Background: an optimization exercise with open tools, aiming at small area and a short achievable clock period. Do not read the settings as production practice.
Only simulation tests tie the RTL to the original design; equivalence was not proved.
Power is estimated from default activity; no workload was simulated.

## clb_tile
module clb_tile (
	input clk,
	input config_in,
	input config_en,
	input config_reset,
	input [12:0]I1,
	input [12:0]I2,
	input [12:0]I3,
	input [12:0]I4,
	output [19:0]O
);
==> flow/config.mk <==
export PLATFORM = sky130hd
export DESIGN_NAME = clb_tile
export DESIGN_NICKNAME = clb_tile
export VERILOG_FILES = /design/flow/design.v
export SDC_FILE = /design/flow/constraint.sdc
export NUM_CORES = 4
export LEC_CHECK = 0
export CAP_MARGIN = 20
export CELL_PAD_IN_SITES_DETAIL_PLACEMENT = 2
export CELL_PAD_IN_SITES_GLOBAL_PLACEMENT = 2
export CORE_MARGIN = 2
export CORE_UTILIZATION = 30
export CTS_CLUSTER_DIAMETER = 80
export CTS_CLUSTER_SIZE = 20
export PLACE_DENSITY = 0.4
export SETUP_SLACK_MARGIN = 3.0
export SLEW_MARGIN = 20
export SYNTH_HIERARCHICAL = 1
export SYNTH_MINIMUM_KEEP_SIZE = 0
==> flow/constraint.sdc <==
create_clock -name core_clock -period 10.0 [get_ports {clk}]
set_input_delay 2.0000 -clock core_clock [delete_from_list [all_inputs] [get_ports {clk}]]
set_output_delay 2.0000 -clock core_clock [all_outputs]
set_load 0.01 [all_outputs]
standard.sh (not shown) runs the stock make flow with config.mk's settings and CLKGATE_MAP_FILE= SYNTH_SCRIPT=/design/flow/synth_recipe.tcl, a recipe that flattens the netlist after the stock synthesis.
==> flow/flow/run.sh <==
#!/bin/bash
# Own layout flow: the standard flow, with
#  - one step added between synthesis and floorplan that swaps every
#    combinational cell to the smallest cell of its family (the repair steps
#    later size up what timing needs), and
#  - the port buffers made buf_4 cells instead of the default pick.
# Each tool's output goes to a log file of its own in this folder.
set -euo pipefail
bash standard.sh synth > synth.log 2>&1
DS_DB=orfs/results/${FLOW_PLATFORM}/clb_tile/base/1_synth.odb openroad -no_init -exit flow/downsize.tcl > downsize.log 2>&1
bash standard.sh "BUFFER_PORTS_ARGS=-buffer_cell sky130_fd_sc_hd__buf_4" finish > finish.log 2>&1
==> flow/flow/downsize.tcl <==
# Swap every combinational cell of the synthesized netlist to the smallest
# cell of its family (same function and pins); among equally small ones the
# strongest. Registers, and cells the platform marks don't-use, are kept.
# The later repair steps size up whatever timing, slew or load needs.
set db_file $::env(DS_DB)
read_db $db_file
set db [ord::get_db]
set block [ord::get_db_block]
set best [dict create]
foreach lib [$db getLibs] {
  foreach m [$lib getMasters] {
    set n [$m getName]
    if { ![regexp {^sky130_fd_sc_hd__(.+)_(\d+)$} $n -> fam drive] } { continue }
    if { [regexp {^(df|edf|sdf|sedf|dl|sdl|lpflow|probe|tap|fill|decap|diode|conb|clkdly|dly)} $fam] } { continue }
    set w [$m getWidth]
    if { ![dict exists $best $fam] } {
      dict set best $fam [list $w $drive $m]
    } else {
      lassign [dict get $best $fam] bw bd bm
      if { $w < $bw || ($w == $bw && $drive > $bd) } {
        dict set best $fam [list $w $drive $m]
      }
    }
  }
}
set swapped 0
foreach inst [$block getInsts] {
  set n [[$inst getMaster] getName]
  if { ![regexp {^sky130_fd_sc_hd__(.+)_(\d+)$} $n -> fam drive] } { continue }
  if { ![dict exists $best $fam] } { continue }
  set m [lindex [dict get $best $fam] 2]
  if { [$m getName] ne $n } {
    if { [$inst swapMaster $m] } { incr swapped }
  }
}
puts "downsize: swapped $swapped instances"
write_db $db_file
Then changed:
--- a/flow/config.mk
+++ b/flow/config.mk
@@ -7,11 +7,11 @@
 export LEC_CHECK = 0
 export CAP_MARGIN = 20
-export CELL_PAD_IN_SITES_DETAIL_PLACEMENT = 2
-export CELL_PAD_IN_SITES_GLOBAL_PLACEMENT = 2
+export CELL_PAD_IN_SITES_DETAIL_PLACEMENT = 1
+export CELL_PAD_IN_SITES_GLOBAL_PLACEMENT = 1
 export CORE_MARGIN = 2
-export CORE_UTILIZATION = 30
+export CORE_UTILIZATION = 35
 export CTS_CLUSTER_DIAMETER = 80
 export CTS_CLUSTER_SIZE = 20
-export PLACE_DENSITY = 0.4
+export PLACE_DENSITY = 0.5
 export SETUP_SLACK_MARGIN = 3.0
 export SLEW_MARGIN = 20
After rerunning:
- hold slack got worse by 0.0044 ns
- combinational power fell by about 7%
- first-iteration DRC count rises by about 6%
- synthesized cell count is unchanged
- clock-buffer cell count falls by 9
- non-clock buffer count goes down by 11
- die area came out lower by about 14%
- sequential share of layout area grows by 0.70 points
- clock power goes down by about 7%
- routed wire length falls by 7.7%

==> static timing again, ports no longer ideal <==
The results above use ideal ports. As a check the final layouts listed here were re-extracted and re-timed, cells and wires unchanged.
Step 1 (the two cells are an assumption about what drives the block):
set clk [get_ports {clk}]
set_driving_cell -lib_cell sky130_fd_sc_hd__clkbuf_16 $clk
set_driving_cell -lib_cell sky130_fd_sc_hd__buf_2 [delete_from_list [all_inputs] $clk]
Step 2 also shifts input and output timing later by t, the mid clock arrival at the registers, as if the neighbouring blocks saw the same clock.
Three values: ideal, step 1, step 2; two values: the first two.
| run | shift t [ns] | setup WS [ns] | worst slew at a driven data input, ns | cell pins on the clock port's net |
|---|---|---|---|---|
| the first run | 0.884 | 2.982 / 2.878 / 2.878 | 0.37 | 1 |
| the second run | 0.865 | 3.033 / 2.845 / 2.845 | 0.40 | 1 |
After both steps every run listed still meets setup and hold. For the second run, which loses most, drivers alone change the setup slack by -0.188 ns; drivers and shift together by -0.188 ns.
